Context: an optimization exercise on an open-source flow, tuned for small area and a short achievable clock period. The choices shown serve that exercise and are no tape-out recipe. No functional check of the RTL was part of this run. Power and IR drop assume default switching activity.

===== flow/run.sh =====
#!/bin/bash
# synth_recipe.tcl (not shown) runs the flow's synth.tcl, then flattens the netlist and writes it again
# the make line also repeats each setting of config.mk as NAME=value (left out here)
make -C /OpenROAD-flow-scripts/flow DESIGN_CONFIG=/design/flow/config.mk WORK_HOME=/design/flow/orfs CLKGATE_MAP_FILE= SYNTH_SCRIPT=/design/flow/synth_recipe.tcl finish

===== flow/constraint.sdc =====
create_clock -name core_clock -period 6.5 [get_ports {clk}]
set_input_delay 1.3000 -clock core_clock [delete_from_list [all_inputs] [get_ports {clk}]]
set_output_delay 1.3000 -clock core_clock [all_outputs]
set_load 0.01 [all_outputs]

===== flow/design.v =====
module tawas_fetch
(
    input clk,
    input rst,
    output ics,
    output [23:0] iaddr,
    input [31:0] idata,
    output thread_load_en,
    output [4:0] thread_load,
    output [4:0] thread_decode,
    output [4:0] thread_store,
    input [31:0] thread_mask,
    input [31:0] rcn_stall,
    input rcn_load_en,
    input [7:0] au_flags,
    input [23:0] pc_rtn,
    output rf_imm_en,
    output [2:0] rf_imm_reg,
    output [31:0] rf_imm,
    output ls_dir_en,
    output ls_dir_store,
    output [2:0] ls_dir_reg,
    output [31:0] ls_dir_addr,
    output au_op_en,
    output [14:0] au_op,
    output ls_op_en,
    output [14:0] ls_op
);
    wire pc_update_en;
    wire [4:0] pc_update_sel;
    wire [24:0] pc_update_addr;
    reg [24:0] pc[31:0];
    integer x1;
    always @ (posedge clk or posedge rst)
        if (rst)
            for (x1 = 0; x1 < 32; x1 = x1 + 1)
                pc[x1] <= x1;
        else if (pc_update_en)
            pc[pc_update_sel] <= pc_update_addr;
    reg [31:0] thread_busy;
    reg [31:0] thread_ready;
    reg [31:0] thread_done_mask;
    reg [31:0] s1_sel_mask;
    reg [4:0] s1_sel;
    reg s1_en;
    reg s3_en;
    wire thread_retire_en;
    wire [4:0] thread_retire;
    wire thread_abort_en;
    wire [4:0] thread_abort;
    integer x2;
    always @ *
    begin
        s1_sel_mask = 32'd0;
        s1_sel = 5'd0;
        s1_en = 1'b0;
        thread_done_mask = 32'd0;
        thread_ready = (~thread_busy) & thread_mask & (~rcn_stall);
        for (x2 = 0; x2 < 32; x2 = x2 + 1)
            if (!s1_en && thread_ready[x2])
            begin
                s1_sel_mask = (32'd1 << x2);
                s1_sel = x2;
                s1_en = 1'b1;
            end
        if (thread_retire_en)
            thread_done_mask = (32'd1 << thread_retire);
        if (thread_abort_en && s3_en)
            thread_done_mask = thread_done_mask | (32'd1 << thread_abort);
    end
    always @ (posedge clk or posedge rst)
        if (rst)
            thread_busy <= 32'd0;
        else
            thread_busy <= (thread_busy | s1_sel_mask) & ~thread_done_mask;
    reg s2_en;
    reg [4:0] s2_sel;
    reg [24:0] s2_pc;
    reg [4:0] s3_sel;
    reg [24:0] s3_pc;
    reg s4_en;
    reg [4:0] s4_sel;
    reg [24:0] s4_pc;
    wire s6_halt;
    reg s5_en;
    reg [4:0] s5_sel;
    reg s6_en;
    reg [4:0] s6_sel;
    reg [4:0] s7_sel;
    assign ics = s2_en;
    assign iaddr = s2_pc[23:0];
    reg [31:0] instr;
    always @ (posedge clk)
    begin
        s2_pc <= pc[s1_sel];
        s3_pc <= s2_pc;
        s4_pc <= s3_pc;
        s2_sel <= s1_sel;
        s3_sel <= s2_sel;
        s4_sel <= s3_sel;
        s5_sel <= s4_sel;
        s6_sel <= s5_sel;
        s7_sel <= s6_sel;
    end
    always @ (posedge clk)
        if (s3_en)
            instr <= idata;
    always @ (posedge clk or posedge rst)
        if (rst)
        begin
            s2_en <= 1'b0;
            s3_en <= 1'b0;
            s4_en <= 1'b0;
            s5_en <= 1'b0;
            s6_en <= 1'b0;
        end
        else
        begin
            s2_en <= s1_en;
            s3_en <= s2_en;
            s4_en <= s3_en && !thread_abort_en;
            s5_en <= s4_en && !s5_halt;
            s6_en <= s5_en;
        end
    wire [14:0] op_high = instr[29:15];
    wire [14:0] op_low = instr[14:0];
    wire [12:0] op_br = instr[27:15];
    wire op_high_vld = !instr[31] || !instr[30];
    wire op_high_au = (instr[31:30] == 2'b00);
    wire op_low_vld = !instr[31] || !instr[30] || !instr[29];
    wire op_low_au = !instr[30] || (instr[31:28] == 4'b1100);
    wire op_serial = !instr[31];
    wire op_br_vld = (instr[31:29] == 3'b110);
    wire op_is_br = op_br_vld && !op_br[12];
    wire [23:0] op_br_iaddr = s4_pc[23:0] + {{12{op_br[11]}}, op_br[11:0]};
    wire op_is_halt = op_br_vld && (op_br[12:0] == 13'd0);
    wire op_is_br_cond = op_br_vld && op_br[12];
    wire op_br_cond_true = (op_br[11]) ? !au_flags[op_br[10:8]] : au_flags[op_br[10:8]];
    wire [23:0] op_br_cond_iaddr = s4_pc[23:0] + {{16{op_br[7]}}, op_br[7:0]};
    wire op_is_rtn = op_br_vld && op_br[12] && (op_br[7:0] == 8'd1);
    wire op_is_imm = (instr[31:28] == 4'b1110);
    wire [2:0] op_imm_reg = instr[27:25];
    wire [31:0] op_imm = {{8{instr[24]}}, instr[23:0]};
    wire op_is_dir_ld = (instr[31:26] == 6'b111100);
    wire op_is_dir_st = (instr[31:26] == 6'b111101);
    wire [2:0] op_dir_reg = instr[25:23];
    wire [31:0] op_daddr = {{8{instr[22]}}, instr[21:0], 2'b00};
    wire op_is_jmp = (instr[31:24] == 8'b11111110);
    wire op_is_call = (instr[31:24] == 8'b11111111);
    wire [23:0] op_iaddr = instr[23:0];
    wire [24:0] pc_next = (op_serial && !s4_pc[24]) ? {1'b1, s4_pc[23:0]}
                                                    : {1'b0, s4_pc[23:0] + 24'b1};
    assign pc_update_en = s4_en;
    assign pc_update_sel = s4_sel;
    assign pc_update_addr = (op_is_call || op_is_jmp) ? {1'b0, op_iaddr} :
                            (op_is_rtn) ? {1'b0, pc_rtn} :
                            (op_is_br) ? {1'b0, op_br_iaddr} :
                            (op_is_br_cond && op_br_cond_true) ? {1'b0, op_br_cond_iaddr}
                                                               : pc_next;
    assign thread_load_en = s3_en && !thread_abort_en;
    assign thread_load = s3_sel;
    assign thread_decode = s4_sel;
    assign thread_store = s7_sel;
    assign thread_abort_en = rcn_load_en;
    assign thread_abort = s3_sel;
    assign s5_halt = op_is_halt;
    assign thread_retire_en = s6_en;
    assign thread_retire = s6_sel;
    assign rf_imm_en = s4_en && (op_is_imm || op_is_call);
    assign rf_imm_reg = (op_is_imm) ? op_imm_reg : 3'd7;
    assign rf_imm = (op_is_imm) ? op_imm : {8'd0, s4_pc + 24'b1};
    assign ls_dir_en = s4_en && (op_is_dir_ld || op_is_dir_st);
    assign ls_dir_store = op_is_dir_st;
    assign ls_dir_reg = op_dir_reg;
    assign ls_dir_addr = op_daddr;
    wire do_low = (op_serial) ? !s4_pc[24] : op_low_vld;
    wire do_high = (op_serial) ? s4_pc[24] : op_high_vld;
    assign au_op_en = s4_en && ((do_high && op_high_au) || (do_low && op_low_au));
    assign au_op = (do_high && op_high_au) ? op_high : op_low;
    assign ls_op_en = s4_en &&
                    ((do_high && !op_high_au) || (do_low && !op_low_au) || op_is_call);
    assign ls_op = (op_is_call) ? 15'h77F7 :
                   (do_high && !op_high_au) ? op_high : op_low;
endmodule
module tawas_regfile
(
    input clk,
    input rst,
    input thread_load_en,
    input [4:0] thread_load,
    output reg [31:0] reg0,
    output reg [31:0] reg1,
    output reg [31:0] reg2,
    output reg [31:0] reg3,
    output reg [31:0] reg4,
    output reg [31:0] reg5,
    output reg [31:0] reg6,
    output reg [31:0] reg7,
    output reg [7:0] au_flags,
    input [4:0] wb_thread,
    input wb_au_en,
    input [2:0] wb_au_reg,
    input [31:0] wb_au_data,
    input wb_au_flags_en,
    input [7:0] wb_au_flags,
    input wb_ptr_en,
    input [2:0] wb_ptr_reg,
    input [31:0] wb_ptr_data,
    input wb_store_en,
    input [2:0] wb_store_reg,
    input [31:0] wb_store_data,
    input rcn_load_en,
    input [4:0] rcn_load_thread,
    input [2:0] rcn_load_reg,
    input [31:0] rcn_load_data
);
    reg [31:0] regfile_0[31:0];
    reg [31:0] regfile_1[31:0];
    reg [31:0] regfile_2[31:0];
    reg [31:0] regfile_3[31:0];
    reg [31:0] regfile_4[31:0];
    reg [31:0] regfile_5[31:0];
    reg [31:0] regfile_6[31:0];
    reg [31:0] regfile_7[31:0];
    reg [7:0] regfile_au[31:0];
    always @ (posedge clk)
        if (thread_load_en)
        begin
            reg0 <= regfile_0[thread_load];
            reg1 <= regfile_1[thread_load];
            reg2 <= regfile_2[thread_load];
            reg3 <= regfile_3[thread_load];
            reg4 <= regfile_4[thread_load];
            reg5 <= regfile_5[thread_load];
            reg6 <= regfile_6[thread_load];
            reg7 <= regfile_7[thread_load];
            au_flags <= regfile_au[thread_load];
        end
    reg regfile_0_we;
    reg [4:0] regfile_0_sel;
    reg [31:0] regfile_0_data;
    always @ (posedge clk)
        if (wb_au_en && (wb_au_reg == 3'd0))
            {regfile_0_we, regfile_0_sel, regfile_0_data} <= {1'b1, wb_thread, wb_au_data};
        else if (wb_ptr_en && (wb_ptr_reg == 3'd0))
            {regfile_0_we, regfile_0_sel, regfile_0_data} <= {1'b1, wb_thread, wb_ptr_data};
        else if (wb_store_en && (wb_store_reg == 3'd0))
            {regfile_0_we, regfile_0_sel, regfile_0_data} <= {1'b1, wb_thread, wb_store_data};
        else if (rcn_load_en && (rcn_load_reg == 3'd0))
            {regfile_0_we, regfile_0_sel, regfile_0_data} <= {1'b1, rcn_load_thread, rcn_load_data};
        else
            regfile_0_we <= 1'b0;
    always @ (posedge clk)
        if (regfile_0_we)
            regfile_0[regfile_0_sel] <= regfile_0_data;
    reg regfile_1_we;
    reg [4:0] regfile_1_sel;
    reg [31:0] regfile_1_data;
    always @ (posedge clk)
        if (wb_au_en && (wb_au_reg == 3'd1))
            {regfile_1_we, regfile_1_sel, regfile_1_data} <= {1'b1, wb_thread, wb_au_data};
        else if (wb_ptr_en && (wb_ptr_reg == 3'd1))
            {regfile_1_we, regfile_1_sel, regfile_1_data} <= {1'b1, wb_thread, wb_ptr_data};
        else if (wb_store_en && (wb_store_reg == 3'd1))
            {regfile_1_we, regfile_1_sel, regfile_1_data} <= {1'b1, wb_thread, wb_store_data};
        else if (rcn_load_en && (rcn_load_reg == 3'd1))
            {regfile_1_we, regfile_1_sel, regfile_1_data} <= {1'b1, rcn_load_thread, rcn_load_data};
        else
            regfile_1_we <= 1'b0;
    always @ (posedge clk)
        if (regfile_1_we)
            regfile_1[regfile_1_sel] <= regfile_1_data;
    reg regfile_2_we;
    reg [4:0] regfile_2_sel;
    reg [31:0] regfile_2_data;
    always @ (posedge clk)
        if (wb_au_en && (wb_au_reg == 3'd2))
            {regfile_2_we, regfile_2_sel, regfile_2_data} <= {1'b1, wb_thread, wb_au_data};
        else if (wb_ptr_en && (wb_ptr_reg == 3'd2))
            {regfile_2_we, regfile_2_sel, regfile_2_data} <= {1'b1, wb_thread, wb_ptr_data};
        else if (wb_store_en && (wb_store_reg == 3'd2))
            {regfile_2_we, regfile_2_sel, regfile_2_data} <= {1'b1, wb_thread, wb_store_data};
        else if (rcn_load_en && (rcn_load_reg == 3'd2))
            {regfile_2_we, regfile_2_sel, regfile_2_data} <= {1'b1, rcn_load_thread, rcn_load_data};
        else
            regfile_2_we <= 1'b0;
    always @ (posedge clk)
        if (regfile_2_we)
            regfile_2[regfile_2_sel] <= regfile_2_data;
    reg regfile_3_we;
    reg [4:0] regfile_3_sel;
    reg [31:0] regfile_3_data;
    always @ (posedge clk)
        if (wb_au_en && (wb_au_reg == 3'd3))
            {regfile_3_we, regfile_3_sel, regfile_3_data} <= {1'b1, wb_thread, wb_au_data};
        else if (wb_ptr_en && (wb_ptr_reg == 3'd3))
            {regfile_3_we, regfile_3_sel, regfile_3_data} <= {1'b1, wb_thread, wb_ptr_data};
        else if (wb_store_en && (wb_store_reg == 3'd3))
            {regfile_3_we, regfile_3_sel, regfile_3_data} <= {1'b1, wb_thread, wb_store_data};
        else if (rcn_load_en && (rcn_load_reg == 3'd3))
            {regfile_3_we, regfile_3_sel, regfile_3_data} <= {1'b1, rcn_load_thread, rcn_load_data};
        else
            regfile_3_we <= 1'b0;
    always @ (posedge clk)
        if (regfile_3_we)
            regfile_3[regfile_3_sel] <= regfile_3_data;
    reg regfile_4_we;
    reg [4:0] regfile_4_sel;
    reg [31:0] regfile_4_data;
    always @ (posedge clk)
        if (wb_au_en && (wb_au_reg == 3'd4))
            {regfile_4_we, regfile_4_sel, regfile_4_data} <= {1'b1, wb_thread, wb_au_data};
        else if (wb_ptr_en && (wb_ptr_reg == 3'd4))
            {regfile_4_we, regfile_4_sel, regfile_4_data} <= {1'b1, wb_thread, wb_ptr_data};
        else if (wb_store_en && (wb_store_reg == 3'd4))
            {regfile_4_we, regfile_4_sel, regfile_4_data} <= {1'b1, wb_thread, wb_store_data};
        else if (rcn_load_en && (rcn_load_reg == 3'd4))
            {regfile_4_we, regfile_4_sel, regfile_4_data} <= {1'b1, rcn_load_thread, rcn_load_data};
        else
            regfile_4_we <= 1'b0;
    always @ (posedge clk)
        if (regfile_4_we)
            regfile_4[regfile_4_sel] <= regfile_4_data;
    reg regfile_5_we;
    reg [4:0] regfile_5_sel;
    reg [31:0] regfile_5_data;
    always @ (posedge clk)
        if (wb_au_en && (wb_au_reg == 3'd5))
            {regfile_5_we, regfile_5_sel, regfile_5_data} <= {1'b1, wb_thread, wb_au_data};
        else if (wb_ptr_en && (wb_ptr_reg == 3'd5))
            {regfile_5_we, regfile_5_sel, regfile_5_data} <= {1'b1, wb_thread, wb_ptr_data};
        else if (wb_store_en && (wb_store_reg == 3'd5))
            {regfile_5_we, regfile_5_sel, regfile_5_data} <= {1'b1, wb_thread, wb_store_data};
        else if (rcn_load_en && (rcn_load_reg == 3'd5))
            {regfile_5_we, regfile_5_sel, regfile_5_data} <= {1'b1, rcn_load_thread, rcn_load_data};
        else
            regfile_5_we <= 1'b0;
    always @ (posedge clk)
        if (regfile_5_we)
            regfile_5[regfile_5_sel] <= regfile_5_data;
    reg regfile_6_we;
    reg [4:0] regfile_6_sel;
    reg [31:0] regfile_6_data;
    always @ (posedge clk)
        if (wb_au_en && (wb_au_reg == 3'd6))
            {regfile_6_we, regfile_6_sel, regfile_6_data} <= {1'b1, wb_thread, wb_au_data};
        else if (wb_ptr_en && (wb_ptr_reg == 3'd6))
            {regfile_6_we, regfile_6_sel, regfile_6_data} <= {1'b1, wb_thread, wb_ptr_data};
        else if (wb_store_en && (wb_store_reg == 3'd6))
            {regfile_6_we, regfile_6_sel, regfile_6_data} <= {1'b1, wb_thread, wb_store_data};
        else if (rcn_load_en && (rcn_load_reg == 3'd6))
            {regfile_6_we, regfile_6_sel, regfile_6_data} <= {1'b1, rcn_load_thread, rcn_load_data};
        else
            regfile_6_we <= 1'b0;
    always @ (posedge clk)
        if (regfile_6_we)
            regfile_6[regfile_6_sel] <= regfile_6_data;
    reg regfile_7_we;
    reg [4:0] regfile_7_sel;
    reg [31:0] regfile_7_data;
    always @ (posedge clk)
        if (wb_au_en && (wb_au_reg == 3'd7))
            {regfile_7_we, regfile_7_sel, regfile_7_data} <= {1'b1, wb_thread, wb_au_data};
        else if (wb_ptr_en && (wb_ptr_reg == 3'd7))
            {regfile_7_we, regfile_7_sel, regfile_7_data} <= {1'b1, wb_thread, wb_ptr_data};
        else if (wb_store_en && (wb_store_reg == 3'd7))
            {regfile_7_we, regfile_7_sel, regfile_7_data} <= {1'b1, wb_thread, wb_store_data};
        else if (rcn_load_en && (rcn_load_reg == 3'd7))
            {regfile_7_we, regfile_7_sel, regfile_7_data} <= {1'b1, rcn_load_thread, rcn_load_data};
        else
            regfile_7_we <= 1'b0;
    always @ (posedge clk)
        if (regfile_7_we)
            regfile_7[regfile_7_sel] <= regfile_7_data;
    always @ (posedge clk)
        if (wb_au_flags_en)
            regfile_au[wb_thread] <= wb_au_flags;
endmodule
module tawas_au
(
    input clk,
    input rst,
    input [31:0] reg0,
    input [31:0] reg1,
    input [31:0] reg2,
    input [31:0] reg3,
    input [31:0] reg4,
    input [31:0] reg5,
    input [31:0] reg6,
    input [31:0] reg7,
    input [4:0] thread_decode,
    output [31:0] thread_mask,
    input rf_imm_en,
    input [2:0] rf_imm_reg,
    input [31:0] rf_imm,
    input au_op_en,
    input [14:0] au_op,
    output wb_au_en,
    output [2:0] wb_au_reg,
    output [31:0] wb_au_data,
    output wb_au_flags_en,
    output [7:0] wb_au_flags
);
    parameter RTL_VERSION = 32'hFFFFFFFF;
    reg [32:0] reg_a;
    reg [32:0] reg_b;
    always @ (posedge clk)
        if (rf_imm_en)
        begin
            reg_a <= {rf_imm[31], rf_imm};
            reg_b <= 33'd0;
        end
        else if (au_op_en)
        begin
            case (au_op[2:0])
            3'd0: reg_a <= {1'b0, reg0};
            3'd1: reg_a <= {1'b0, reg1};
            3'd2: reg_a <= {1'b0, reg2};
            3'd3: reg_a <= {1'b0, reg3};
            3'd4: reg_a <= {1'b0, reg4};
            3'd5: reg_a <= {1'b0, reg5};
            3'd6: reg_a <= {1'b0, reg6};
            default: reg_a <= {1'b0, reg7};
            endcase
            case (au_op[5:3])
            3'd0: reg_b <= {1'b0, reg0};
            3'd1: reg_b <= {1'b0, reg1};
            3'd2: reg_b <= {1'b0, reg2};
            3'd3: reg_b <= {1'b0, reg3};
            3'd4: reg_b <= {1'b0, reg4};
            3'd5: reg_b <= {1'b0, reg5};
            3'd6: reg_b <= {1'b0, reg6};
            default: reg_b <= {1'b0, reg7};
            endcase
        end
    reg rf_imm_en_d1;
    reg [2:0] rf_imm_reg_d1;
    reg [14:0] au_op_d1;
    reg [4:0] csr_thread_id;
    reg au_op_en_d1;
    always @ (posedge clk or posedge rst)
        if (rst) au_op_en_d1 <= 1'b0;
        else au_op_en_d1 <= au_op_en;
    always @ (posedge clk)
    begin
        rf_imm_en_d1 <= rf_imm_en;
        rf_imm_reg_d1 <= rf_imm_reg;
        au_op_d1 <= au_op;
        csr_thread_id <= thread_decode;
    end
    wire [4:0] sh_bits = (au_op_d1[11]) ? au_op_d1[7:3] : reg_b[4:0];
    wire [31:0] sh_lsl = (reg_a[31:0] << sh_bits);
    wire [31:0] sh_lsr = (reg_a[31:0] >> sh_bits);
    wire [31:0] sh_asr = (reg_a[31:0] >>> sh_bits);
    reg [2:0] wbreg_d2;
    reg [32:0] au_result_d2;
    reg [31:0] csr_thread_mask;
    reg [31:0] csr_ticks;
    reg [31:0] csr_scratch;
    assign thread_mask = csr_thread_mask;
    always @ (posedge clk or posedge rst)
        if (rst) csr_ticks <= 32'd0;
        else csr_ticks <= csr_ticks + 32'd1;
    always @ (posedge clk or posedge rst)
        if (rst)
        begin
            wbreg_d2 <= 3'd0;
            au_result_d2 <= 33'd0;
            csr_thread_mask <= 32'd1;
            csr_scratch <= 32'd0;
        end
        else if (rf_imm_en_d1)
        begin
            wbreg_d2 <= rf_imm_reg_d1;
            au_result_d2 <= reg_a;
        end
        else if (au_op_d1[14:13] == 2'b00)
        begin
            wbreg_d2 <= au_op_d1[8:6];
            case (au_op_d1[12:9])
            4'h0: au_result_d2 <= reg_a | reg_b;
            4'h1: au_result_d2 <= reg_a & reg_b;
            4'h2: au_result_d2 <= reg_a ^ reg_b;
            4'h3: au_result_d2 <= reg_a + reg_b;
            4'h4: au_result_d2 <= reg_a - reg_b;
            default: au_result_d2 <= 33'd0;
            endcase
        end
        else if (au_op_d1[14:11] == 4'b0100)
        begin
            wbreg_d2 <= au_op_d1[2:0];
            case (au_op_d1[10:6])
            5'h00: au_result_d2 <= ~reg_b;
            5'h01: au_result_d2 <= (~reg_b) + 33'd1;
            5'h02: au_result_d2 <= {{25{reg_b[7]}}, reg_b[7:0]};
            5'h03: au_result_d2 <= {{17{reg_b[15]}}, reg_b[15:0]};
            5'h04: au_result_d2 <= (|reg_b[31:5]) ? 33'd0 : {sh_lsl[31], sh_lsl};
            5'h05: au_result_d2 <= (|reg_b[31:5]) ? 33'd0 : {sh_lsr[31], sh_lsr};
            5'h06: au_result_d2 <= (|reg_b[31:5]) ? {33{reg_a[31]}}
                                                  : {sh_lsr[31], sh_asr};
            5'h1B:
                case (au_op_d1[5:3])
                3'd0: au_result_d2 <= {1'b0, RTL_VERSION};
                3'd1: au_result_d2 <= {28'd0, csr_thread_id};
                3'd2: au_result_d2 <= {1'b0, csr_thread_mask};
                3'd3: au_result_d2 <= {1'b0, csr_ticks};
                3'd7: au_result_d2 <= {1'b0, csr_scratch};
                default: au_result_d2 <= 33'd0;
                endcase
            5'h1D: au_result_d2 <= reg_a & reg_b;
            5'h1E: au_result_d2 <= reg_a - reg_b;
            5'h1F:
            begin
                au_result_d2 <= 33'd0;
                if (au_op_en_d1)
                case (au_op_d1[5:3])
                3'd2: csr_thread_mask <= reg_a[31:0];
                3'd7: csr_scratch <= reg_a[31:0];
                default: ;
                endcase
            end
            default: au_result_d2 <= 33'd0;
            endcase
        end
        else if (au_op_d1[14:11] == 4'b0101)
        begin
            wbreg_d2 <= au_op_d1[2:0];
            case (au_op_d1[10:8])
            3'h0: au_result_d2 <= {32'd0, reg_a[au_op_d1[7:3]]};
            3'h1: au_result_d2 <= (reg_a & ~(33'd1 << au_op_d1[7:3]));
            3'h2: au_result_d2 <= (reg_a | (33'd1 << au_op_d1[7:3]));
            3'h3: au_result_d2 <= (reg_a ^ (33'd1 << au_op_d1[7:3]));
            3'h4: au_result_d2 <= {sh_lsl[31], sh_lsl};
            3'h5: au_result_d2 <= {sh_lsr[31], sh_lsr};
            3'h6: au_result_d2 <= {sh_asr[31], sh_asr};
            default: au_result_d2 <= 33'd0;
            endcase
        end
        else if (au_op_d1[14:12] == 3'b011)
        begin
            wbreg_d2 <= au_op_d1[2:0];
            au_result_d2 <= reg_a - {{24{au_op_d1[11]}}, au_op_d1[11:3]};
        end
        else if (au_op_d1[14:13] == 2'b10)
        begin
            wbreg_d2 <= au_op_d1[2:0];
            au_result_d2 <= reg_a + {{23{au_op_d1[12]}}, au_op_d1[12:3]};
        end
        else if (au_op_d1[14:13] == 2'b11)
        begin
            wbreg_d2 <= au_op_d1[2:0];
            au_result_d2 <= {{23{au_op_d1[12]}}, au_op_d1[12:3]};
        end
    reg [32:0] au_result_d3;
    reg [2:0] wbreg_d3;
    always @ (posedge clk)
    begin
        wbreg_d3 <= wbreg_d2;
        au_result_d3 <= au_result_d2;
    end
    reg wb_en_d1;
    reg wb_en_d2;
    reg wb_en_d3;
    wire no_store_op = (au_op[14:8] == 7'b0100111) ||
                       (au_op[14:12] == 3'b011) ||
                       (au_op[14:8] == 7'b0101000);
    always @ (posedge clk or posedge rst)
        if (rst)
        begin
            wb_en_d1 <= 1'b0;
            wb_en_d2 <= 1'b0;
            wb_en_d3 <= 1'b0;
        end
        else
        begin
            wb_en_d1 <= rf_imm_en || (au_op_en && !no_store_op);
            wb_en_d2 <= wb_en_d1;
            wb_en_d3 <= wb_en_d2;
        end
    assign wb_au_en = wb_en_d3;
    assign wb_au_reg = wbreg_d3;
    assign wb_au_data = au_result_d3[31:0];
    wire au_flag_zero = (au_result_d3 == 33'd0);
    wire au_flag_neg = au_result_d3[31];
    wire au_flag_ovfl = au_result_d3[32];
    assign wb_au_flags_en = wb_en_d3;
    assign wb_au_flags = {5'd0, au_flag_ovfl, au_flag_neg, au_flag_zero};
endmodule
module tawas_ls
(
    input clk,
    input rst,
    input [31:0] reg0,
    input [31:0] reg1,
    input [31:0] reg2,
    input [31:0] reg3,
    input [31:0] reg4,
    input [31:0] reg5,
    input [31:0] reg6,
    input [31:0] reg7,
    input ls_dir_en,
    input ls_dir_store,
    input [2:0] ls_dir_reg,
    input [31:0] ls_dir_addr,
    input ls_op_en,
    input [14:0] ls_op,
    output reg dcs,
    output reg dwr,
    output reg [31:0] daddr,
    output reg [3:0] dmask,
    output reg [31:0] dout,
    input [31:0] din,
    output reg rcn_cs,
    output reg rcn_xch,
    output reg rcn_wr,
    output reg [31:0] rcn_addr,
    output reg [2:0] rcn_wbreg,
    output reg [3:0] rcn_mask,
    output reg [31:0] rcn_wdata,
    output wb_ptr_en,
    output [2:0] wb_ptr_reg,
    output [31:0] wb_ptr_data,
    output wb_store_en,
    output [2:0] wb_store_reg,
    output [31:0] wb_store_data
);
    wire ls_op_st = ls_op[14];
    wire ls_op_post_inc = ls_op[13];
    wire [1:0] ls_op_type = ls_op[12:11];
    wire [4:0] ls_op_off = ls_op[10:6];
    wire [2:0] ls_op_ptr = ls_op[5:3];
    wire [2:0] ls_op_reg = ls_op[2:0];
    wire wren = (ls_dir_en) ? ls_dir_store : ls_op_st;
    wire xchange = (ls_dir_en || !wren) ? 1'b0 : (ls_op_type == 2'b11);
    wire [2:0] wbreg = (ls_dir_en) ? ls_dir_reg : ls_op_reg;
    reg [31:0] addr;
    reg [31:0] addr_inc;
    wire [31:0] bus_addr = (ls_dir_en || ls_op_post_inc) ? addr : addr_inc;
    wire data_bus_en = (ls_dir_en || ls_op_en) && (!bus_addr[31]);
    wire rcn_bus_en = (ls_dir_en || ls_op_en) && (bus_addr[31]);
    always @ *
        if (ls_dir_en)
        begin
            addr = ls_dir_addr;
            addr_inc = 32'd0;
        end
        else
        begin
            case (ls_op_ptr)
            3'd0: addr = reg0;
            3'd1: addr = reg1;
            3'd2: addr = reg2;
            3'd3: addr = reg3;
            3'd4: addr = reg4;
            3'd5: addr = reg5;
            3'd6: addr = reg6;
            default: addr = reg7;
            endcase
            case (ls_op_type)
            2'd0: addr = addr;
            2'd1: addr = addr & 32'hFFFFFFFE;
            default: addr = addr & 32'hFFFFFFFC;
            endcase
            case (ls_op_type)
            2'd0: addr_inc = addr + {{27{ls_op_off[4]}}, ls_op_off};
            2'd1: addr_inc = addr + {{26{ls_op_off[4]}}, ls_op_off, 1'b0};
            default: addr_inc = addr + {{25{ls_op_off[4]}}, ls_op_off, 2'd0};
            endcase
        end
    reg [31:0] wdata;
    reg [3:0] wmask;
    always @ *
        if (ls_dir_en)
        begin
            case (ls_dir_reg)
            3'd0: wdata = reg0;
            3'd1: wdata = reg1;
            3'd2: wdata = reg2;
            3'd3: wdata = reg3;
            3'd4: wdata = reg4;
            3'd5: wdata = reg5;
            3'd6: wdata = reg6;
            default: wdata = reg7;
            endcase
            wmask = 4'hF;
        end
        else
        begin
            case (ls_op_reg)
            3'd0: wdata = reg0;
            3'd1: wdata = reg1;
            3'd2: wdata = reg2;
            3'd3: wdata = reg3;
            3'd4: wdata = reg4;
            3'd5: wdata = reg5;
            3'd6: wdata = reg6;
            default: wdata = reg7;
            endcase
            case (ls_op_type)
            2'd0:
            begin
                wdata = {4{wdata[7:0]}};
                case (bus_addr[1:0])
                2'd0: wmask = 4'b0001;
                2'd1: wmask = 4'b0010;
                2'd2: wmask = 4'b0100;
                default: wmask = 4'b1000;
                endcase
            end
            2'd1:
            begin
                wdata = {2{wdata[15:0]}};
                if (!bus_addr[1])
                    wmask = 4'b0011;
                else
                    wmask = 4'b1100;
            end
            default: wmask = 4'hF;
            endcase
        end
    always @ (posedge clk or posedge rst)
        if (rst)
        begin
            dcs <= 1'b0;
            rcn_cs <= 1'b0;
        end
        else
        begin
            dcs <= data_bus_en;
            rcn_cs <= rcn_bus_en;
        end
    always @ (posedge clk)
        if (data_bus_en)
        begin
            dwr <= wren;
            daddr <= bus_addr;
            dmask <= wmask;
            dout <= wdata;
        end
    always @ (posedge clk)
        if (rcn_bus_en)
        begin
            rcn_xch <= xchange;
            rcn_wr <= wren;
            rcn_addr <= bus_addr;
            rcn_wbreg <= wbreg;
            rcn_mask <= wmask;
            rcn_wdata <= wdata;
        end
    reg ld_d1;
    reg ld_d2;
    reg ld_d3;
    reg wbptr_d1;
    reg wbptr_d2;
    reg wbptr_d3;
    always @ (posedge clk or posedge rst)
        if (rst)
        begin
            ld_d1 <= 1'b0;
            ld_d2 <= 1'b0;
            ld_d3 <= 1'b0;
            wbptr_d1 <= 1'b0;
            wbptr_d2 <= 1'b0;
            wbptr_d3 <= 1'b0;
        end
        else
        begin
            ld_d1 <= data_bus_en && (!wren || xchange);
            ld_d2 <= ld_d1;
            ld_d3 <= ld_d2;
            wbptr_d1 <= ls_op_en && ls_op_post_inc;
            wbptr_d2 <= wbptr_d1;
            wbptr_d3 <= wbptr_d2;
        end
    reg [2:0] wbreg_d1;
    reg [2:0] wbreg_d2;
    reg [2:0] wbreg_d3;
    reg [3:0] wmask_d1;
    reg [3:0] wmask_d2;
    reg [3:0] wmask_d3;
    reg [31:0] data_in;
    reg [2:0] wbptr_reg_d1;
    reg [2:0] wbptr_reg_d2;
    reg [2:0] wbptr_reg_d3;
    reg [31:0] wbptr_addr_d1;
    reg [31:0] wbptr_addr_d2;
    reg [31:0] wbptr_addr_d3;
    always @ (posedge clk)
    begin
        wbreg_d1 <= wbreg;
        wbreg_d2 <= wbreg_d1;
        wbreg_d3 <= wbreg_d2;
        wmask_d1 <= wmask;
        wmask_d2 <= wmask_d1;
        wmask_d3 <= wmask_d2;
        data_in <= din;
        wbptr_reg_d1 <= ls_op_ptr;
        wbptr_reg_d2 <= wbptr_reg_d1;
        wbptr_reg_d3 <= wbptr_reg_d2;
        wbptr_addr_d1 <= addr_inc;
        wbptr_addr_d2 <= wbptr_addr_d1;
        wbptr_addr_d3 <= wbptr_addr_d2;
    end
    reg [31:0] data_in_final;
    always @ *
        if (wmask_d3 == 4'b1111)
            data_in_final = data_in;
        else if (wmask_d3[1:0] == 2'b11)
            data_in_final = {16'd0, data_in[15:0]};
        else if (wmask_d3[3:2] == 2'b11)
            data_in_final = {16'd0, data_in[31:16]};
        else if (wmask_d3[0])
            data_in_final = {24'd0, data_in[7:0]};
        else if (wmask_d3[1])
            data_in_final = {24'd0, data_in[15:8]};
        else if (wmask_d3[2])
            data_in_final = {24'd0, data_in[23:16]};
        else
            data_in_final = {24'd0, data_in[31:24]};
    assign wb_ptr_en = wbptr_d3;
    assign wb_ptr_reg = wbptr_reg_d3;
    assign wb_ptr_data = wbptr_addr_d3;
    assign wb_store_en = ld_d3;
    assign wb_store_reg = wbreg_d3;
    assign wb_store_data = data_in_final;
endmodule
module tawas_rcn_master
(
    input rst,
    input clk,
    input [68:0] rcn_in,
    output [68:0] rcn_out,
    input cs,
    input [4:0] seq,
    output busy,
    input wr,
    input [3:0] mask,
    input [23:0] addr,
    input [31:0] wdata,
    output rdone,
    output wdone,
    output [4:0] rsp_seq,
    output [3:0] rsp_mask,
    output [23:0] rsp_addr,
    output [31:0] rsp_data
);
    parameter MASTER_GROUP_8 = 0;
    reg [68:0] rin;
    reg [68:0] rout;
    assign rcn_out = rout;
    wire [2:0] my_id = MASTER_GROUP_8;
    wire my_resp = rin[68] && !rin[67] && (rin[65:63] == MASTER_GROUP_8);
    wire req_valid;
    wire [68:0] req;
    always @ (posedge clk or posedge rst)
        if (rst)
        begin
            rin <= 69'd0;
            rout <= 69'd0;
        end
        else
        begin
            rin <= rcn_in;
            rout <= (req_valid) ? req : (my_resp) ? 69'd0 : rin;
        end
    assign busy = rin[68] && !my_resp;
    assign req_valid = cs && !(rin[68] && !my_resp);
    assign req = {1'b1, 1'b1, wr, my_id, seq[4:2], mask, addr[23:2], seq[1:0], wdata};
    assign rdone = my_resp && !rin[66];
    assign wdone = my_resp && rin[66];
    assign rsp_seq = {rin[62:60], rin[33:32]};
    assign rsp_mask = rin[59:56];
    assign rsp_addr = {rin[55:34], 2'd0};
    assign rsp_data = rin[31:0];
endmodule
module tawas_rcn_master_buf
(
    input rst,
    input clk,
    input [68:0] rcn_in,
    output [68:0] rcn_out,
    input cs,
    input [4:0] seq,
    input wr,
    input [3:0] mask,
    input [23:0] addr,
    input [31:0] wdata,
    output full,
    output rdone,
    output wdone,
    output [4:0] rsp_seq,
    output [3:0] rsp_mask,
    output [23:0] rsp_addr,
    output [31:0] rsp_data
);
    parameter MASTER_GROUP_8 = 0;
    parameter DEPTH = 16;  
    reg [63:0] req_buf[(DEPTH - 1):0];
    reg [5:0] write_ptr;
    reg [5:0] read_ptr;
    reg [6:0] req_cnt;
    assign full = (req_cnt >= (DEPTH - 5));
    wire req_push = cs && (req_cnt != DEPTH);
    wire req_pop;
    always @ (posedge clk or posedge rst)
        if (rst)
            req_cnt <= 7'd0;
        else
            case ({req_push, req_pop})
            2'b10: req_cnt <= req_cnt + 7'd1;
            2'd01: req_cnt <= req_cnt - 7'd1;
            default: ;
            endcase
    always @ (posedge clk or posedge rst)
        if (rst)
            write_ptr <= 6'd0;
        else if (req_push)
            write_ptr <= (write_ptr == (DEPTH - 1)) ? 6'd0 : write_ptr + 6'd1;
    always @ (posedge clk or posedge rst)
        if (rst)
            read_ptr <= 6'd0;
        else if (req_pop)
            read_ptr <= (read_ptr == (DEPTH - 1)) ? 6'd0 : read_ptr + 6'd1;
    always @ (posedge clk)
        if (req_push)
            req_buf[write_ptr] <= {seq, wr, mask[3:0], addr[23:2], wdata[31:0]};
  wire req_vld = (req_cnt != 0);
  wire [63:0] req = req_buf[read_ptr][63:0];
  wire req_busy;
  assign req_pop = req_vld && !req_busy;
  tawas_rcn_master #(.MASTER_GROUP_8(MASTER_GROUP_8)) rcn_master
  (
      .rst(rst),
      .clk(clk),
      .rcn_in(rcn_in),
      .rcn_out(rcn_out),
      .cs(req_vld),
      .seq(req[63:59]),
      .busy(req_busy),
      .wr(req[58]),
      .mask(req[57:54]),
      .addr({req[53:32], 2'd0}),
      .wdata(req[31:0]),
      .rdone(rdone),
      .wdone(wdone),
      .rsp_seq(rsp_seq),
      .rsp_mask(rsp_mask),
      .rsp_addr(rsp_addr),
      .rsp_data(rsp_data)
  );
endmodule
module tawas_rcn
(
    input clk,
    input rst,
    input [4:0] thread_decode,
    output [31:0] rcn_stall,
    input rcn_cs,
    input rcn_xch,
    input rcn_wr,
    input [31:0] rcn_addr,
    input [2:0] rcn_wbreg,
    input [3:0] rcn_mask,
    input [31:0] rcn_wdata,
    output reg rcn_load_en,
    output reg [4:0] rcn_load_thread,
    output reg [2:0] rcn_load_reg,
    output reg [31:0] rcn_load_data,
    input [68:0] rcn_in,
    output [68:0] rcn_out
);
    parameter MASTER_GROUP_8 = 0;
    reg [4:0] seq;
    wire rdone;
    wire wdone;
    wire [4:0] rsp_seq;
    wire [3:0] rsp_mask;
    wire [31:0] rsp_data;
    wire master_full;
    always @ (posedge clk)
        seq <= thread_decode;
    tawas_rcn_master_buf #(.MASTER_GROUP_8(MASTER_GROUP_8)) rcn_master
    (
        .rst(rst),
        .clk(clk),
        .rcn_in(rcn_in),
        .rcn_out(rcn_out),
        .cs(rcn_cs),
        .seq(seq),
        .wr(rcn_wr),
        .mask(rcn_mask),
        .addr(rcn_addr[23:0]),
        .wdata(rcn_wdata),
        .full(master_full),
        .rdone(rdone),
        .wdone(wdone),
        .rsp_seq(rsp_seq),
        .rsp_mask(rsp_mask),
        .rsp_addr(),
        .rsp_data(rsp_data)
    );
    reg rdone_d1;
    reg rdone_d2;
    reg rdone_d3;
    reg wdone_d1;
    reg wdone_d2;
    reg wdone_d3;
    reg [4:0] rsp_seq_d1;
    reg [4:0] rsp_seq_d2;
    reg [4:0] rsp_seq_d3;
    always @ (posedge clk)
    begin
        rdone_d1 <= rdone;
        rdone_d2 <= rdone_d1;
        rdone_d3 <= rdone_d2;
        wdone_d1 <= wdone;
        wdone_d2 <= wdone_d1;
        wdone_d3 <= wdone_d2;
        rsp_seq_d1 <= rsp_seq;
        rsp_seq_d2 <= rsp_seq_d1;
        rsp_seq_d3 <= rsp_seq_d2;
    end
    reg [31:0] pending_stall;
    wire [31:0] set_pending_stall = (rcn_cs) ? (32'd1 << seq) : 32'd0;
    wire [31:0] clr_pending_stall = (rdone_d3 || wdone_d3) ? (32'd1 << rsp_seq_d3) : 32'd0;
    always @ (posedge clk or posedge rst)
        if (rst)
            pending_stall <= 32'd0;
        else
            pending_stall <= (pending_stall | set_pending_stall) & ~clr_pending_stall;
    assign rcn_stall = pending_stall | {32{master_full}};
    reg [2:0] wbreg[31:0];
    reg xch[31:0];
    always @ (posedge clk)
        if (rcn_cs)
        begin
            wbreg[seq] <= rcn_wbreg;
            xch[seq] <= rcn_wr && rcn_xch;
        end
    wire [31:0] rsp_data_adj = (rsp_mask[3:0] == 4'b1111) ? rsp_data[31:0] :
                               (rsp_mask[3:2] == 2'b11) ? {16'd0, rsp_data[31:16]} :
                               (rsp_mask[1:0] == 2'b11) ? {16'd0, rsp_data[15:0]} :
                               (rsp_mask[3]) ? {24'd0, rsp_data[31:24]} :
                               (rsp_mask[2]) ? {24'd0, rsp_data[23:16]} :
                               (rsp_mask[1]) ? {24'd0, rsp_data[15:8]} : {24'd0, rsp_data[7:0]};
    always @ *
    begin
        rcn_load_en = rdone || (wdone && xch[rsp_seq]);
        rcn_load_thread = rsp_seq;
        rcn_load_reg = wbreg[rsp_seq];
        rcn_load_data = rsp_data_adj;
    end
endmodule
module tawas
(
    input clk,
    input rst,
    output ics,
    output [23:0] iaddr,
    input [31:0] idata,
    output dcs,
    output dwr,
    output [31:0] daddr,
    output [3:0] dmask,
    output [31:0] dout,
    input [31:0] din,
    input [68:0] rcn_in,
    output [68:0] rcn_out
);
    parameter MASTER_ID = 0;
    wire thread_load_en;
    wire [4:0] thread_load;
    wire [4:0] thread_decode;
    wire [4:0] thread_store;
    wire [31:0] thread_mask;
    wire [31:0] rcn_stall;
    wire rcn_load_en;
    wire [7:0] au_flags;
    wire [23:0] pc_rtn;
    wire rf_imm_en;
    wire [2:0] rf_imm_reg;
    wire [31:0] rf_imm;
    wire ls_dir_en;
    wire ls_dir_store;
    wire [2:0] ls_dir_reg;
    wire [31:0] ls_dir_addr;
    wire au_op_en;
    wire [14:0] au_op;
    wire ls_op_en;
    wire [14:0] ls_op;
    tawas_fetch tawas_fetch
    (
        .clk(clk),
        .rst(rst),
        .ics(ics),
        .iaddr(iaddr),
        .idata(idata),
        .thread_load_en(thread_load_en),
        .thread_load(thread_load),
        .thread_decode(thread_decode),
        .thread_store(thread_store),
        .thread_mask(thread_mask),
        .rcn_stall(rcn_stall),
        .rcn_load_en(rcn_load_en),
        .au_flags(au_flags),
        .pc_rtn(pc_rtn),
        .rf_imm_en(rf_imm_en),
        .rf_imm_reg(rf_imm_reg),
        .rf_imm(rf_imm),
        .ls_dir_en(ls_dir_en),
        .ls_dir_store(ls_dir_store),
        .ls_dir_reg(ls_dir_reg),
        .ls_dir_addr(ls_dir_addr),
        .au_op_en(au_op_en),
        .au_op(au_op),
        .ls_op_en(ls_op_en),
        .ls_op(ls_op)
    );
    wire [31:0] reg0;
    wire [31:0] reg1;
    wire [31:0] reg2;
    wire [31:0] reg3;
    wire [31:0] reg4;
    wire [31:0] reg5;
    wire [31:0] reg6;
    wire [31:0] reg7;
    assign pc_rtn = reg7[23:0];
    wire wb_au_en;
    wire [2:0] wb_au_reg;
    wire [31:0] wb_au_data;
    wire wb_au_flags_en;
    wire [7:0] wb_au_flags;
    wire wb_ptr_en;
    wire [2:0] wb_ptr_reg;
    wire [31:0] wb_ptr_data;
    wire wb_store_en;
    wire [2:0] wb_store_reg;
    wire [31:0] wb_store_data;
    wire [4:0] rcn_load_thread;
    wire [2:0] rcn_load_reg;
    wire [31:0] rcn_load_data;
    tawas_regfile tawas_regfile
    (
        .clk(clk),
        .rst(rst),
        .thread_load_en(thread_load_en),
        .thread_load(thread_load),
        .reg0(reg0),
        .reg1(reg1),
        .reg2(reg2),
        .reg3(reg3),
        .reg4(reg4),
        .reg5(reg5),
        .reg6(reg6),
        .reg7(reg7),
        .au_flags(au_flags),
        .wb_thread(thread_store),
        .wb_au_en(wb_au_en),
        .wb_au_reg(wb_au_reg),
        .wb_au_data(wb_au_data),
        .wb_au_flags_en(wb_au_flags_en),
        .wb_au_flags(wb_au_flags),
        .wb_ptr_en(wb_ptr_en),
        .wb_ptr_reg(wb_ptr_reg),
        .wb_ptr_data(wb_ptr_data),
        .wb_store_en(wb_store_en),
        .wb_store_reg(wb_store_reg),
        .wb_store_data(wb_store_data),
        .rcn_load_en(rcn_load_en),
        .rcn_load_thread(rcn_load_thread),
        .rcn_load_reg(rcn_load_reg),
        .rcn_load_data(rcn_load_data)
    );
    tawas_au tawas_au
    (
        .clk(clk),
        .rst(rst),
        .reg0(reg0),
        .reg1(reg1),
        .reg2(reg2),
        .reg3(reg3),
        .reg4(reg4),
        .reg5(reg5),
        .reg6(reg6),
        .reg7(reg7),
        .thread_decode(thread_decode),
        .thread_mask(thread_mask),
        .rf_imm_en(rf_imm_en),
        .rf_imm_reg(rf_imm_reg),
        .rf_imm(rf_imm),
        .au_op_en(au_op_en),
        .au_op(au_op),
        .wb_au_en(wb_au_en),
        .wb_au_reg(wb_au_reg),
        .wb_au_data(wb_au_data),
        .wb_au_flags_en(wb_au_flags_en),
        .wb_au_flags(wb_au_flags)
    );
    wire rcn_cs;
    wire rcn_xch;
    wire rcn_wr;
    wire [31:0] rcn_addr;
    wire [2:0] rcn_wbreg;
    wire [3:0] rcn_mask;
    wire [31:0] rcn_wdata;
    tawas_ls tawas_ls
    (
        .clk(clk),
        .rst(rst),
        .reg0(reg0),
        .reg1(reg1),
        .reg2(reg2),
        .reg3(reg3),
        .reg4(reg4),
        .reg5(reg5),
        .reg6(reg6),
        .reg7(reg7),
        .ls_dir_en(ls_dir_en),
        .ls_dir_store(ls_dir_store),
        .ls_dir_reg(ls_dir_reg),
        .ls_dir_addr(ls_dir_addr),
        .ls_op_en(ls_op_en),
        .ls_op(ls_op),
        .dcs(dcs),
        .dwr(dwr),
        .daddr(daddr),
        .dmask(dmask),
        .dout(dout),
        .din(din),
        .rcn_cs(rcn_cs),
        .rcn_xch(rcn_xch),
        .rcn_wr(rcn_wr),
        .rcn_addr(rcn_addr),
        .rcn_wbreg(rcn_wbreg),
        .rcn_mask(rcn_mask),
        .rcn_wdata(rcn_wdata),
        .wb_ptr_en(wb_ptr_en),
        .wb_ptr_reg(wb_ptr_reg),
        .wb_ptr_data(wb_ptr_data),
        .wb_store_en(wb_store_en),
        .wb_store_reg(wb_store_reg),
        .wb_store_data(wb_store_data)
    );
    tawas_rcn tawas_rcn
    (
        .clk(clk),
        .rst(rst),
        .thread_decode(thread_decode),
        .rcn_stall(rcn_stall),
        .rcn_cs(rcn_cs),
        .rcn_xch(rcn_xch),
        .rcn_wr(rcn_wr),
        .rcn_addr(rcn_addr),
        .rcn_wbreg(rcn_wbreg),
        .rcn_mask(rcn_mask),
        .rcn_wdata(rcn_wdata),
        .rcn_load_en(rcn_load_en),
        .rcn_load_thread(rcn_load_thread),
        .rcn_load_reg(rcn_load_reg),
        .rcn_load_data(rcn_load_data),
        .rcn_in(rcn_in),
        .rcn_out(rcn_out)
    );
endmodule

===== flow/config.mk =====
export PLATFORM = sky130hd
export DESIGN_NAME = tawas
export DESIGN_NICKNAME = tawas
export VERILOG_FILES = /design/flow/design.v
export SDC_FILE = /design/flow/constraint.sdc
export NUM_CORES = 8
export LEC_CHECK = 0
export CAP_MARGIN = 30
export CORE_MARGIN = 2
export CORE_UTILIZATION = 40
export SETUP_SLACK_MARGIN = 1.5
export SLEW_MARGIN = 30

==> out/results.ini <==
[synthesis]
yosys_warnings = 9
synth_xor_xnor_area_share_pct = 0.480
synth_seq_area_share_pct = 71.2
synth_top_family_by_area = multiplexers
synth.most_common_cell = edfxtp_1
syn_area_per_cell_um2 = 17.5
synth.distinct_cells = 103
synth_mux_area_share_pct = 15.5
synth_area_leaders = edfxtp_1 64%, mux4_2 14%, dfrtp_1 5.7%, nand2_1 1.7%, dfxtp_1 1.6%
syn_nets = 27900
synth-seq-cells = 11700
synth_top_area_share_pct = 63.5
synth_common_cells = 10,200 x edfxtp_1, 3,001 x mux4_2, 2,241 x nand2_1, 1,585 x nor2_1, 1,503 x o21ai_0
synth_fa_ha_area_share_pct = 0.856
synthSimpleGateAreaFrac_pct = 4.47
synth-edff-count = 10200
postSynthCellCount = 27500
synth_ff_type = edfxtp_1
synth_top_area_cell = edfxtp_1
synthArstFlopShare_pct = 9.97
synth_compound_area_share_pct = 5.88
netlist_area_um2 = 482000

[clock_network]
ctsLongestPathBuffers = 6
clk_latency_ns = 1.32
cts_hold_buffers = 0
cts-root-buf = clkbuf_16
cts_max_level = 7
cts-buffers-inserted = 1312
cts_num_sinks = 11700
clk_pin_slew_ns = 0.06
tritoncts = done

[routing]
post_drt_wl_per_cell_um = 38.7
dr.pass1.iters = 12
wl_um = 1810000
via_count = 292000
antenna_left = 0
drtIter0Drc = 45200
drc_errors = 0
vias_per_cell = 6.25

[worst_setup_path]
crit_path_frequent_cell = buf_6
critPathLaunch = tawas_fetch.instr[31]
critical_path.max_fanout = 7
ff2ff_path_depth = 29
r2r_slack_ns = 0.69
critical_path_class = reg -> reg
arrival_ns = 6.85
worst_r2r_startpoint = tawas_fetch.instr[31]
worstReg2RegEnd = tawas_ls.rcn_addr[20]
cpPeakStageDelay_ns = 0.47
slowest_stage = a2111o_1
worstSetupEndpointType = flop
endpoint = tawas_ls.rcn_addr[20]
startpoint_type = flop
required_ns = 7.54

[placement]
hpwl_um = 1170000
port_buffers = 298
globalplace.congestion = 1.05
place_ws_ns = -0.0689

[floorplanning]
initial_core_util_pct = 40.1
die_w_um = 1100
rows = 403
chipHeight_um = 1100
pin_count = 299
core_um2 = 1200000
die_area_um2 = 1210000

[power_and_ir_drop]
combPwrFrac_pct = 0.9
p_int_uw = 123000
switching_share_pct = 20.2
p_leak_uw = 0.170
power.density_nw_per_um2 = 274
pwr-share-seq_pct = 52.6
p_clk_share_pct = 46.5
irDropWorstVdd_mv = 0.250
p_sw_uw = 31100
power_uw = 154000

[timing]
skew_ns = 0.147
fin_ws_ns = 0.695
setup_viol = 0
post-route-min-period_ns = 5.81
rsz0062_at_grt = yes
max_freq_mhz = 172
maxSlewHeadroom_pct = 17.4
hold_ws_ns = 0.283
period_share_pct = 89.3
slew_viol_final = 0
worst_pin_slew_ns = 1.24
finalHoldViolCount = 0

[global_route]
antenna_found_initial = 309
grt_max_degree = 162
grt_pass1_vias = 277000
grt_overflow = 0
grt_util_all_layers_pct = 29.0
grt_pass1_wl_um = 2420000

[final_layout]
fillers = 101000
drive_above_1_share_pct = 26.3
nNetsFinal = 29500
syn_to_final_growth_pct = 16.6
final_util_pct = 46.7

[run]
drv_cap = 0

[worst_hold_path]
hp-start = tawas_ls.wbptr_addr_d2[3]
min_path_type = reg -> reg

[run_status]
status = no timing/DRC/antenna violations

through the flow:
stage,cell area (um2),instances,setup TNS (ns)
final,562000,46700,0
after global routing,561000,46300,0
after CTS,556000,45800,0
after detailed placement,515000,43500,-0.138
after global placement,514000,43400,-0.424
after floorplan,482000,27500,-
worst min path at each step:
stage	end	slack, ns	cells after the start
3_3_place_gp	tawas_rcn.rsp_seq_d2[0]	0.31	0
4_1_cts	tawas_ls.wbptr_addr_d3[3]	0.28	0
5_1_grt	tawas_ls.wbptr_addr_d3[3]	0.29	0
6_report	tawas_ls.wbptr_addr_d3[3]	0.28	0
2_1_floorplan	tawas_fetch.s3_pc[24]	0.31	0
3_5_place_dp	tawas_ls.wbptr_reg_d3[1]	0.31	0
per-layer routing:
layer,vias to the layer above,share of wire (%),GRT usage (%)
li1,115000,-,-
met1,155000,39,38.8
met2,18200,44,42.7
met3,4146,11,8.74
met4,154,6.4,15.9
met5,-,0.069,0.0820
cell usage in the layout, fill, tap and decap left out, types with 174 or more instances in the layout:
| master | netlist | final |
|---|---|---|
| a21oi_1 | 1026 | 938 |
| a221oi_1 | 213 | 209 |
| a22oi_1 | 277 | 274 |
| buf_4 | 29 | 1393 |
| clkbuf_1 | 1490 | 263 |
| clkbuf_16 | 0 | 1349 |
| clkdlybuf4s50_1 | 0 | 295 |
| clkinv_1 | 5 | 240 |
| clkinv_2 | 0 | 210 |
| dfrtp_1 | 1089 | 1075 |
| dfxtp_1 | 379 | 361 |
| diode_2 | 0 | 676 |
| edfxtp_1 | 10200 | 10200 |
| ha_1 | 315 | 297 |
| inv_1 | 182 | 174 |
| mux2_2 | 392 | 389 |
| mux2i_1 | 245 | 227 |
| mux4_2 | 3001 | 3001 |
| nand2_1 | 2241 | 2232 |
| nand3_1 | 260 | 257 |
| nor2_1 | 1585 | 1279 |
| nor2_4 | 1 | 281 |
| o21ai_0 | 1503 | 1320 |
| o22ai_1 | 208 | 186 |
| xnor2_1 | 188 | 185 |
power by group through the flow:
stage / Clock [uW] / Sequential (uW) / Combinational, uW
2_1_floorplan: 0 / 82600 / 363
4_1_cts: 72400 / 81100 / 1320
6_report: 71600 / 81100 / 1410
5_1_grt: 75200 / 81000 / 1420
3_5_place_dp: 0 / 82700 / 1310
3_3_place_gp: 0 / 82600 / 1300
cell type report:
type	count	area (um2)	share of cell area, %
flip-flops and latches	11700	343000	61.1
diodes	676	1690	0.301
multi-input cells	13700	136000	24.2
inverters	191	742	0.132
clock buffers	1654	35200	6.27
clock inverters	627	5480	0.976
repair buffers	2078	19700	3.51
well taps	16000	20000	3.56
registers in the layout, indices dropped and copies added (netlist names), 96 cells and up:
name / cells
tawas_fetch.pc: 800
tawas_rcn.rcn_master.req_buf: 1024
tawas_rcn.wbreg: 96
tawas_regfile.regfile_0: 1024
tawas_regfile.regfile_1: 1024
tawas_regfile.regfile_2: 1024
tawas_regfile.regfile_3: 1024
tawas_regfile.regfile_4: 1024
tawas_regfile.regfile_5: 1024
tawas_regfile.regfile_6: 1024
tawas_regfile.regfile_7: 1024
tawas_regfile.regfile_au: 96
logic make-up (layout without fill, tap and decap cells):
group                      count (synthesis)  after routing
and+or+nand+nor                         4978           4978
buffers and inverters                   2034           4550
other                                      0            676
muxes                                   3638           3638
xor gates and xnor gates                 264            264
DFF                                    11700          11700
adders and majority gates                324            324
AOI/OAI and AO/OA                       4511           4511
critical path, delay by kind of cell (launching register included):
kind	cells	cell delay, ns
xor+xnor	1	0.16
simple gates	4	0.72
mux	1	0.20
flops	1	0.45
buf+inv	9	1.27
fa+ha+maj	1	0.19
compound gates	13	2.57
what timing repair did:
item / in CTS / in global routing
pin swaps: 48 / 104
resized for setup: 150 / 228
setup endpoints to repair: 210 / 221
cloned: 4 / 10
setup buffers: 35 / 44

afterwards: timing with drivers on the ports:
The flow's constraints put no driver on any port. The routed layout listed below was extracted and timed again, unchanged, in two steps.
Step 1, drivers: a clkbuf_16 drives clk and a buf_2 each remaining input, both assumed.
Step 2 times the ports against the registers' clock, not the clock port: input delays grow and output delays shrink by t, the midpoint of the rising clock arrivals with the driver on.
a / b / c = no drivers / after step 1 / after step 2; a / b = the first two.
t, ns: 1.445
setup slack, ns: 0.695 / 0.695 / 0.695
worst setup path after step 2: register to register
pins driven straight from the clock port: 1
After both steps setup and hold are still met in this run. The setup slack of this run moves by 0.000 ns with the drivers and by 0.000 ns with both steps.
